From an optimization exercise on the open Yosys and OpenROAD flow, aimed at small area, a short achievable clock period and few clock cycles per item; shortcuts taken in it are not production practice.
At most, simulation tests tie the RTL to the original design; equivalence was not proved.

==> v10: inputs <==
## cpuops
module	cpuops(i_clk,i_reset, i_stb, i_op, i_a, i_b, o_c, o_f, o_valid,
			o_busy);
	input	wire	i_clk, i_reset, i_stb;
	input	wire	[3:0]	i_op;
	input	wire	[31:0]	i_a, i_b;
	output	reg	[31:0]	o_c;
	output	wire	[3:0]	o_f;
	output	reg		o_valid;
	output	wire		o_busy;
	reg	c, pre_sign, set_ovfl, keep_sgn_on_ovfl;
	wire	this_is_a_multiply_op;
	assign	this_is_a_multiply_op = (i_stb)&&((i_op[3:1]==3'h5)||(i_op[3:0]==4'hc));
	wire		mpybusy, mpylast;
	wire	[31:0]	mpy_next;
	mpyop	thempy(i_clk, i_reset, this_is_a_multiply_op, i_op[1:0],
		i_a, i_b, mpybusy, mpylast, mpy_next);
	wire	[31:0]	next_c;
	wire		next_carry;
	aluop	thealu(i_stb, i_op, i_a, i_b, mpy_next, next_c, next_carry);
	always @(posedge i_clk)
	begin
		pre_sign <= i_a[31];
		c <= next_carry;
		set_ovfl <= i_stb && (((i_op==4'h0)&&(i_a[31] != i_b[31]))
			||((i_op==4'h2)&&(i_a[31] == i_b[31]))
			||(i_op == 4'h6)
			||(i_op == 4'h5));
		keep_sgn_on_ovfl <= i_stb &&
			(((i_op==4'h0)&&(i_a[31] != i_b[31]))
			||((i_op==4'h2)&&(i_a[31] == i_b[31])));
		o_c <= next_c;
	end
	assign	o_busy = mpybusy;
	wire	z = (o_c == 32'h0000);
	wire	n = (o_c[31]);
	wire	v = (set_ovfl)&&(pre_sign != o_c[31]);
	wire	vx = (keep_sgn_on_ovfl)&&(pre_sign != o_c[31]);
	assign	o_f = { v, n^vx, c, z };
	always @(posedge i_clk)
	if (i_reset)
		o_valid <= 1'b0;
	else
		o_valid <=((i_stb)&&(!this_is_a_multiply_op))||(mpylast);
endmodule
Settings: LEC_CHECK=0, CAP_MARGIN=20, CORE_MARGIN=2, CORE_UTILIZATION=40, SETUP_SLACK_MARGIN=4, SLEW_MARGIN=20; clock period 10.0 ns.
run.sh (not shown) runs the stock make flow with config.mk's settings and CLKGATE_MAP_FILE= SYNTH_SCRIPT=/design/flow/synth_recipe.tcl, a recipe that flattens the netlist after the stock synthesis.
==> inputs of v6, as changes to v10 <==
--- a/flow/design.v
+++ b/flow/design.v
@@ -73,24 +73,26 @@
 			o_p   <= partial[NA+NB-1:0];
 		o_aux <= aux;
 	end
 endmodule
 `default_nettype	none
-module	mpyop(i_clk, i_reset, i_start, i_op, i_a, i_b, o_busy, o_last, o_next);
+module	mpyop(i_clk, i_reset, i_start, i_op, i_a, i_b, i_areg, o_busy, o_last, o_next);
 	localparam	ND = 6, NS = 3;
 	localparam	NB = 12;	 
 	localparam	R  = 8;	 
 	localparam	SW = 46;	 
 	input	wire		i_clk, i_reset, i_start;
 	input	wire	[1:0]	i_op;	 
 	input	wire	[31:0]	i_a, i_b;
+	input	wire	[31:0]	i_areg;	 
 	output	wire		o_busy;	 
 	output	wire		o_last;	 
 	output	wire	[31:0]	o_next;	 
 	genvar	i;
 	reg	[NS-1:0]	stage;
-	reg	[32:0]		r_a;	 
+	reg			r_asgn;	 
+	wire	[32:0]		r_a = { r_asgn, i_areg };
 	reg	[33:0]		acc;	 
 	reg	[31:0]		bsh;	 
 	reg			r_sgn, r_hi;
 	reg	[ND-1:0]	d_one, d_two, d_neg;	 
 	always @(posedge i_clk)
@@ -104,16 +106,16 @@
 	wire	ext = r_sgn & bsh[R+NB-1];	 
 	wire	[NB:0]	nchunk;
 	generate for(i=0; i<NB; i=i+1)
 	begin : NCHUNK
 		if (i < R)
-			assign nchunk[i+1] = (i_start) ? i_b[i] : bsh[NB+i];
+			assign nchunk[i+1] = (o_busy) ? bsh[NB+i] : i_b[i];
 		else
-			assign nchunk[i+1] = (i_start) ? i_b[i]
-					: ((nlast) ? ext : bsh[NB+i]);
+			assign nchunk[i+1] = (o_busy)
+					? ((nlast) ? ext : bsh[NB+i]) : i_b[i];
 	end endgenerate
-	assign	nchunk[0] = (i_start) ? 1'b0 : bsh[NB-1];
+	assign	nchunk[0] = (o_busy) ? bsh[NB-1] : 1'b0;
 	generate for(i=0; i<ND; i=i+1)
 	begin : ENC
 		wire	bm = nchunk[2*i];
 		wire	b0 = nchunk[2*i+1];
 		wire	b1 = nchunk[2*i+2];
@@ -545,13 +547,13 @@
 	wire t397 = !rx5[32];
 	wire	[SW-1:0]	tx = { 1'b1, 1'b1, rx5[32], t397, t394, t393, t390, t389, t387, t385, t382, t380, t378, t376, t374, t372, t370, t368, t366, t364, t362, t360, t358, t356, t354, t352, t350, t348, t346, t344, t342, t340, t338, t336, t334, t332, t330, t328, t326, t324, t322, t320, t318, t316, t314, t313 };
 	wire	[SW-1:0]	ty = { 1'b0, 1'b0, rx5[33], t396, t395, t392, t391, t388, t386, t384, t383, t381, t379, t377, t375, t373, t371, t369, t367, t365, t363, t361, t359, t357, t355, t353, t351, t349, t347, t345, t343, t341, t339, t337, t335, t333, t331, t329, t327, t325, t323, t321, t319, t317, t315, rx0[0] };
 	wire	[SW-1:0]	rsum = tx + ty;
 	always @(posedge i_clk)
-	if (i_start)
+	if (!o_busy)
 	begin
-		r_a   <= { i_op[0] & i_a[31], i_a };
+		r_asgn <= i_op[0] & i_a[31];
 		bsh   <= i_b;
 		r_sgn <= i_op[0];
 		r_hi  <= i_op[1];
 	end else
 		bsh   <= { rsum[NB-1:0], bsh[31:NB] };
@@ -573,23 +575,24 @@
 	wire	this_is_a_multiply_op;
 	assign	this_is_a_multiply_op = (i_stb)&&((i_op[3:1]==3'h5)||(i_op[3:0]==4'hc));
 	wire		mpybusy, mpylast;
 	wire	[31:0]	mpy_next;
 	mpyop	thempy(i_clk, i_reset, this_is_a_multiply_op, i_op[1:0],
-		i_a, i_b, mpybusy, mpylast, mpy_next);
+		i_a, i_b, o_c, mpybusy, mpylast, mpy_next);
 	wire	[31:0]	next_c;
 	wire		next_carry;
-	aluop	thealu(i_stb, i_op, i_a, i_b, mpy_next, next_c, next_carry);
+	aluop	thealu(mpybusy, mpylast, i_op, i_a, i_b, mpy_next, o_c,
+			next_c, next_carry);
 	always @(posedge i_clk)
 	begin
 		pre_sign <= i_a[31];
 		c <= next_carry;
-		set_ovfl <= i_stb && (((i_op==4'h0)&&(i_a[31] != i_b[31]))
+		set_ovfl <= !mpybusy && (((i_op==4'h0)&&(i_a[31] != i_b[31]))
 			||((i_op==4'h2)&&(i_a[31] == i_b[31]))
 			||(i_op == 4'h6)
 			||(i_op == 4'h5));
-		keep_sgn_on_ovfl <= i_stb &&
+		keep_sgn_on_ovfl <= !mpybusy &&
 			(((i_op==4'h0)&&(i_a[31] != i_b[31]))
 			||((i_op==4'h2)&&(i_a[31] == i_b[31])));
 		o_c <= next_c;
 	end
 	assign	o_busy = mpybusy;
@@ -602,15 +605,15 @@
 	if (i_reset)
 		o_valid <= 1'b0;
 	else
 		o_valid <=((i_stb)&&(!this_is_a_multiply_op))||(mpylast);
 endmodule
-module	aluop(i_stb, i_op, i_a, i_b, i_mpy, o_r, o_c);
-	input	wire		i_stb;
+module	aluop(i_busy, i_last, i_op, i_a, i_b, i_mpy, i_hold, o_r, o_c);
+	input	wire		i_busy, i_last;
 	input	wire	[3:0]	i_op;
 	input	wire	[31:0]	i_a, i_b;
-	input	wire	[31:0]	i_mpy;
+	input	wire	[31:0]	i_mpy, i_hold;
 	output	wire	[31:0]	o_r;
 	output	wire		o_c;
 	genvar	k;
 	wire		sub = !i_op[1];
 	wire	[32:0]	sum = { 1'b0, i_a } + { 1'b0, i_b ^ {(32){sub}} }
@@ -632,29 +635,40 @@
 	wire	[31:0]	sh_rev;
 	generate for(k=0; k<32; k=k+1)
 	begin : SREV
 		assign	sh_rev[k] = sh_r[32-k];
 	end endgenerate
-	wire	op_arith = i_stb && (i_op[3:2] == 2'b00) && !i_op[0];  
-	wire	op_rsh   = i_stb && (i_op[3:2] == 2'b01) && i_op[0];   
-	wire	op_lsl   = i_stb && (i_op == 4'h6);
-	wire	op_and   = (i_op == 4'h1);
-	wire	op_or    = (i_op == 4'h3);
-	wire	op_xor   = (i_op == 4'h4);
-	wire	op_brev  = (i_op == 4'h8);
-	wire	op_ldilo = (i_op == 4'h9);
-	wire	op_mov   = (i_op[3:1] == 3'b101) || (i_op[3:2] == 2'b11);
-	wire	op_logic = i_stb && (op_and || op_or || op_xor || op_brev
-					|| op_ldilo || op_mov);
-	wire	[31:0]	logic_r = ({(32){op_and}} & (i_a & i_b))
-			| ({(32){op_or}} & (i_a | i_b))
-			| ({(32){op_xor}} & (i_a ^ i_b))
-			| ({(32){op_brev}} & b_rev)
-			| ({(32){op_ldilo}} & { i_a[31:16], i_b[15:0] })
-			| ({(32){op_mov}} & i_b);
+	wire	alu = !i_busy;
+	wire	op_arith = alu && (i_op[3:2] == 2'b00) && !i_op[0];  
+	wire	op_rsh   = alu && (i_op[3:2] == 2'b01) && i_op[0];   
+	wire	op_lsl   = alu && (i_op == 4'h6);
+	reg	t3, t2h, t1h, t2l, t1l, lg;
+	always @(*)
+	begin
+		{ lg, t3, t2h, t1h, t2l, t1l } = 6'b0;
+		case(i_op)
+		4'h1: { lg, t3, t2h, t1h, t2l, t1l } = 6'b11_00_00;
+		4'h3: { lg, t3, t2h, t1h, t2l, t1l } = 6'b11_11_11;
+		4'h4: { lg, t3, t2h, t1h, t2l, t1l } = 6'b10_11_11;
+		4'h9: { lg, t3, t2h, t1h, t2l, t1l } = 6'b11_10_01;
+		4'ha, 4'hb, 4'hc:
+		      { lg, t3, t2h, t1h, t2l, t1l } = 6'b11_10_10;
+		4'hd, 4'he, 4'hf:
+		      { lg, t3, t2h, t1h, t2l, t1l } = 6'b11_01_01;
+		default: { lg, t3, t2h, t1h, t2l, t1l } = 6'b0;
+		endcase
+	end
+	wire	op_brev = alu && (i_op == 4'h8);
+	wire	op_logic = alu && lg;
+	wire	[31:0]	t2 = { {(16){t2h}}, {(16){t2l}} };
+	wire	[31:0]	t1 = { {(16){t1h}}, {(16){t1l}} };
+	wire	[31:0]	logic_r = ({(32){t3}} & i_a & i_b) | (t2 & i_a & ~i_b)
+			| (t1 & ~i_a & i_b);
 	assign	o_r = ({(32){op_arith}} & sum[31:0])
 			| ({(32){op_rsh}} & sh_r[32:1])
 			| ({(32){op_lsl}} & sh_rev)
 			| ({(32){op_logic}} & logic_r)
-			| ({(32){!i_stb}} & i_mpy);
+			| ({(32){op_brev}} & b_rev)
+			| ({(32){i_last}} & i_mpy)
+			| ({(32){i_busy && !i_last}} & i_hold);
 	assign	o_c = (op_arith & c_add) | ((op_rsh | op_lsl) & sh_r[0]);
 endmodule
==> flow/flow/run.sh (new file) <==
#!/bin/bash
# The standard layout, with the port buffers made of plain buffers
# (sky130_fd_sc_hd__buf_4) instead of the delay cell buffer_ports picks,
# and timing repair free to resize them. The make log goes to standard_flow.log.
set -euo pipefail
bash standard.sh MATCH_CELL_FOOTPRINT=0 "BUFFER_PORTS_ARGS=-buffer_cell sky130_fd_sc_hd__buf_4" finish > standard_flow.log 2>&1
==> flow/standard.sh (new file) <==
#!/bin/bash
# synth_recipe.tcl (not shown) runs the flow's synth.tcl, then flattens the netlist and writes it again
# the make line also repeats each setting of config.mk as NAME=value (left out here)
make -C /OpenROAD-flow-scripts/flow DESIGN_CONFIG=/design/flow/config.mk WORK_HOME=/design/flow/orfs CLKGATE_MAP_FILE= SYNTH_SCRIPT=/design/flow/synth_recipe.tcl "${@:-finish}"
Settings changed: SETUP_SLACK_MARGIN 4 to 5.
removed: flow/run.sh
==> inputs of v37, as changes to v10 <==
--- a/flow/design.v
+++ b/flow/design.v
@@ -73,24 +73,26 @@
 			o_p   <= partial[NA+NB-1:0];
 		o_aux <= aux;
 	end
 endmodule
 `default_nettype	none
-module	mpyop(i_clk, i_reset, i_start, i_op, i_a, i_b, o_busy, o_last, o_next);
+module	mpyop(i_clk, i_reset, i_start, i_op, i_a, i_b, i_areg, o_busy, o_last, o_next);
 	localparam	ND = 6, NS = 3;
 	localparam	NB = 12;	 
 	localparam	R  = 8;	 
 	localparam	SW = 46;	 
 	input	wire		i_clk, i_reset, i_start;
 	input	wire	[1:0]	i_op;	 
 	input	wire	[31:0]	i_a, i_b;
+	input	wire	[31:0]	i_areg;	 
 	output	wire		o_busy;	 
 	output	wire		o_last;	 
 	output	wire	[31:0]	o_next;	 
 	genvar	i;
 	reg	[NS-1:0]	stage;
-	reg	[32:0]		r_a;	 
+	reg			r_asgn;	 
+	wire	[32:0]		r_a = { r_asgn, i_areg };
 	reg	[33:0]		acc;	 
 	reg	[31:0]		bsh;	 
 	reg			r_sgn, r_hi;
 	reg	[ND-1:0]	d_one, d_two, d_neg;	 
 	always @(posedge i_clk)
@@ -104,16 +106,16 @@
 	wire	ext = r_sgn & bsh[R+NB-1];	 
 	wire	[NB:0]	nchunk;
 	generate for(i=0; i<NB; i=i+1)
 	begin : NCHUNK
 		if (i < R)
-			assign nchunk[i+1] = (i_start) ? i_b[i] : bsh[NB+i];
+			assign nchunk[i+1] = (o_busy) ? bsh[NB+i] : i_b[i];
 		else
-			assign nchunk[i+1] = (i_start) ? i_b[i]
-					: ((nlast) ? ext : bsh[NB+i]);
+			assign nchunk[i+1] = (o_busy)
+					? ((nlast) ? ext : bsh[NB+i]) : i_b[i];
 	end endgenerate
-	assign	nchunk[0] = (i_start) ? 1'b0 : bsh[NB-1];
+	assign	nchunk[0] = (o_busy) ? bsh[NB-1] : 1'b0;
 	generate for(i=0; i<ND; i=i+1)
 	begin : ENC
 		wire	bm = nchunk[2*i];
 		wire	b0 = nchunk[2*i+1];
 		wire	b1 = nchunk[2*i+2];
@@ -545,13 +547,13 @@
 	wire t397 = !rx5[32];
 	wire	[SW-1:0]	tx = { 1'b1, 1'b1, rx5[32], t397, t394, t393, t390, t389, t387, t385, t382, t380, t378, t376, t374, t372, t370, t368, t366, t364, t362, t360, t358, t356, t354, t352, t350, t348, t346, t344, t342, t340, t338, t336, t334, t332, t330, t328, t326, t324, t322, t320, t318, t316, t314, t313 };
 	wire	[SW-1:0]	ty = { 1'b0, 1'b0, rx5[33], t396, t395, t392, t391, t388, t386, t384, t383, t381, t379, t377, t375, t373, t371, t369, t367, t365, t363, t361, t359, t357, t355, t353, t351, t349, t347, t345, t343, t341, t339, t337, t335, t333, t331, t329, t327, t325, t323, t321, t319, t317, t315, rx0[0] };
 	wire	[SW-1:0]	rsum = tx + ty;
 	always @(posedge i_clk)
-	if (i_start)
+	if (!o_busy)
 	begin
-		r_a   <= { i_op[0] & i_a[31], i_a };
+		r_asgn <= i_op[0] & i_a[31];
 		bsh   <= i_b;
 		r_sgn <= i_op[0];
 		r_hi  <= i_op[1];
 	end else
 		bsh   <= { rsum[NB-1:0], bsh[31:NB] };
@@ -573,23 +575,24 @@
 	wire	this_is_a_multiply_op;
 	assign	this_is_a_multiply_op = (i_stb)&&((i_op[3:1]==3'h5)||(i_op[3:0]==4'hc));
 	wire		mpybusy, mpylast;
 	wire	[31:0]	mpy_next;
 	mpyop	thempy(i_clk, i_reset, this_is_a_multiply_op, i_op[1:0],
-		i_a, i_b, mpybusy, mpylast, mpy_next);
+		i_a, i_b, o_c, mpybusy, mpylast, mpy_next);
 	wire	[31:0]	next_c;
 	wire		next_carry;
-	aluop	thealu(i_stb, i_op, i_a, i_b, mpy_next, next_c, next_carry);
+	aluop	thealu(mpybusy, mpylast, i_op, i_a, i_b, mpy_next, o_c,
+			next_c, next_carry);
 	always @(posedge i_clk)
 	begin
 		pre_sign <= i_a[31];
 		c <= next_carry;
-		set_ovfl <= i_stb && (((i_op==4'h0)&&(i_a[31] != i_b[31]))
+		set_ovfl <= !mpybusy && (((i_op==4'h0)&&(i_a[31] != i_b[31]))
 			||((i_op==4'h2)&&(i_a[31] == i_b[31]))
 			||(i_op == 4'h6)
 			||(i_op == 4'h5));
-		keep_sgn_on_ovfl <= i_stb &&
+		keep_sgn_on_ovfl <= !mpybusy &&
 			(((i_op==4'h0)&&(i_a[31] != i_b[31]))
 			||((i_op==4'h2)&&(i_a[31] == i_b[31])));
 		o_c <= next_c;
 	end
 	assign	o_busy = mpybusy;
@@ -602,15 +605,15 @@
 	if (i_reset)
 		o_valid <= 1'b0;
 	else
 		o_valid <=((i_stb)&&(!this_is_a_multiply_op))||(mpylast);
 endmodule
-module	aluop(i_stb, i_op, i_a, i_b, i_mpy, o_r, o_c);
-	input	wire		i_stb;
+module	aluop(i_busy, i_last, i_op, i_a, i_b, i_mpy, i_hold, o_r, o_c);
+	input	wire		i_busy, i_last;
 	input	wire	[3:0]	i_op;
 	input	wire	[31:0]	i_a, i_b;
-	input	wire	[31:0]	i_mpy;
+	input	wire	[31:0]	i_mpy, i_hold;
 	output	wire	[31:0]	o_r;
 	output	wire		o_c;
 	genvar	k;
 	wire		sub = !i_op[1];
 	wire	[32:0]	sum = { 1'b0, i_a } + { 1'b0, i_b ^ {(32){sub}} }
@@ -632,29 +635,40 @@
 	wire	[31:0]	sh_rev;
 	generate for(k=0; k<32; k=k+1)
 	begin : SREV
 		assign	sh_rev[k] = sh_r[32-k];
 	end endgenerate
-	wire	op_arith = i_stb && (i_op[3:2] == 2'b00) && !i_op[0];  
-	wire	op_rsh   = i_stb && (i_op[3:2] == 2'b01) && i_op[0];   
-	wire	op_lsl   = i_stb && (i_op == 4'h6);
-	wire	op_and   = (i_op == 4'h1);
-	wire	op_or    = (i_op == 4'h3);
-	wire	op_xor   = (i_op == 4'h4);
-	wire	op_brev  = (i_op == 4'h8);
-	wire	op_ldilo = (i_op == 4'h9);
-	wire	op_mov   = (i_op[3:1] == 3'b101) || (i_op[3:2] == 2'b11);
-	wire	op_logic = i_stb && (op_and || op_or || op_xor || op_brev
-					|| op_ldilo || op_mov);
-	wire	[31:0]	logic_r = ({(32){op_and}} & (i_a & i_b))
-			| ({(32){op_or}} & (i_a | i_b))
-			| ({(32){op_xor}} & (i_a ^ i_b))
-			| ({(32){op_brev}} & b_rev)
-			| ({(32){op_ldilo}} & { i_a[31:16], i_b[15:0] })
-			| ({(32){op_mov}} & i_b);
+	wire	alu = !i_busy;
+	wire	op_arith = alu && (i_op[3:2] == 2'b00) && !i_op[0];  
+	wire	op_rsh   = alu && (i_op[3:2] == 2'b01) && i_op[0];   
+	wire	op_lsl   = alu && (i_op == 4'h6);
+	reg	t3, t2h, t1h, t2l, t1l, lg;
+	always @(*)
+	begin
+		{ lg, t3, t2h, t1h, t2l, t1l } = 6'b0;
+		case(i_op)
+		4'h1: { lg, t3, t2h, t1h, t2l, t1l } = 6'b11_00_00;
+		4'h3: { lg, t3, t2h, t1h, t2l, t1l } = 6'b11_11_11;
+		4'h4: { lg, t3, t2h, t1h, t2l, t1l } = 6'b10_11_11;
+		4'h9: { lg, t3, t2h, t1h, t2l, t1l } = 6'b11_10_01;
+		4'ha, 4'hb, 4'hc:
+		      { lg, t3, t2h, t1h, t2l, t1l } = 6'b11_10_10;
+		4'hd, 4'he, 4'hf:
+		      { lg, t3, t2h, t1h, t2l, t1l } = 6'b11_01_01;
+		default: { lg, t3, t2h, t1h, t2l, t1l } = 6'b0;
+		endcase
+	end
+	wire	op_brev = alu && (i_op == 4'h8);
+	wire	op_logic = alu && lg;
+	wire	[31:0]	t2 = { {(16){t2h}}, {(16){t2l}} };
+	wire	[31:0]	t1 = { {(16){t1h}}, {(16){t1l}} };
+	wire	[31:0]	logic_r = ({(32){t3}} & i_a & i_b) | (t2 & i_a & ~i_b)
+			| (t1 & ~i_a & i_b);
 	assign	o_r = ({(32){op_arith}} & sum[31:0])
 			| ({(32){op_rsh}} & sh_r[32:1])
 			| ({(32){op_lsl}} & sh_rev)
 			| ({(32){op_logic}} & logic_r)
-			| ({(32){!i_stb}} & i_mpy);
+			| ({(32){op_brev}} & b_rev)
+			| ({(32){i_last}} & i_mpy)
+			| ({(32){i_busy && !i_last}} & i_hold);
 	assign	o_c = (op_arith & c_add) | ((op_rsh | op_lsl) & sh_r[0]);
 endmodule
==> flow/flow/run.sh (new file) <==
#!/bin/bash
# The standard layout, with the port buffers made of plain buffers
# (sky130_fd_sc_hd__buf_4) instead of the delay cell buffer_ports picks,
# and timing repair free to resize them. The make log goes to standard_flow.log.
set -euo pipefail
bash standard.sh MATCH_CELL_FOOTPRINT=0 "BUFFER_PORTS_ARGS=-buffer_cell sky130_fd_sc_hd__buf_4" finish > standard_flow.log 2>&1
==> flow/standard.sh (new file) <==
#!/bin/bash
# synth_recipe.tcl (not shown) runs the flow's synth.tcl, then flattens the netlist and writes it again
# the make line also repeats each setting of config.mk as NAME=value (left out here)
make -C /OpenROAD-flow-scripts/flow DESIGN_CONFIG=/design/flow/config.mk WORK_HOME=/design/flow/orfs CLKGATE_MAP_FILE= SYNTH_SCRIPT=/design/flow/synth_recipe.tcl "${@:-finish}"
Settings changed: ABC_AREA from default to 1, SETUP_SLACK_MARGIN 4 to 5.
removed: flow/run.sh
==> qor summary <==
	v37	v6	v10
Estimated wirelength of the detail-placed design	83,500 microns	72,000 microns	72,600 microns
Layout cells sized above 1	16.4%	21.7%	7.69%
Timing startpoint of the critical path	thempy.d_one[1]	thempy.d_one[1]	i_stb
Clk_buf instances	18	18	19
Register bit total from synthesis	119	119	151
Syn Nets	3,680	2,889	3,033
Antenna diode instance count	1	0	1
Final nets	3,778	2,905	3,011
Clock period minus final worst setup slack	5.02 ns	5.19 ns	5.99 ns
Result of the run	complete, no violations	complete, no violations	complete, no violations
Multi-input combinational area share	69.1%	72.8%	69.7%
Delay of the slowest critical-path stage	0.55 ns	0.59 ns	1.11 ns
Maximum clock rate	199 MHz	193 MHz	167 MHz
Signal buf overhead	8.06%	8.44%	6.70%
Die width	236 microns	233 microns	241 microns
Placement row count	85	83	87
Most instantiated library cell after synthesis	nand2_1	a22oi_1	inv_1
CTS sink count	119	119	151
Testbench counts of v6, summed over its fixed seeds: cycles 28,765, items 16,384.
Testbench counts of v37, summed over its fixed seeds: cycles 28,765, items 16,384.
For v10, only the layout was checked, not whether the RTL still works.

==> what the ideal ports hide <==
Ports are ideal in the flow. The routed layouts listed here were re-timed in OpenROAD.
Step 1 (the two cells are an assumption about what drives the block):
set clk [get_ports {i_clk}]
set_driving_cell -lib_cell sky130_fd_sc_hd__clkbuf_16 $clk
set_driving_cell -lib_cell sky130_fd_sc_hd__buf_2 [delete_from_list [all_inputs] $clk]
Step 2 also shifts input and output timing later by t, the mid clock arrival at the registers, as if the neighbouring blocks saw the same clock.
Slacks: ideal ports / drivers / drivers and shift; pairs: ideal ports / drivers.
run	shift t [ns]	slack for setup (ns)	hold slack, ns
v10	0.499	4.013 / 4.031 / 3.532	0.480 / 0.480 / 0.480
v6	0.484	4.814 / 4.814 / 4.463	0.471 / 0.471 / 0.471
v37	0.498	4.983 / 4.983 / 4.660	0.471 / 0.471 / 0.471
After both steps setup and hold are still met in every run listed. For v10, which loses most, drivers alone change the setup slack by +0.018 ns; drivers and shift together by -0.481 ns.
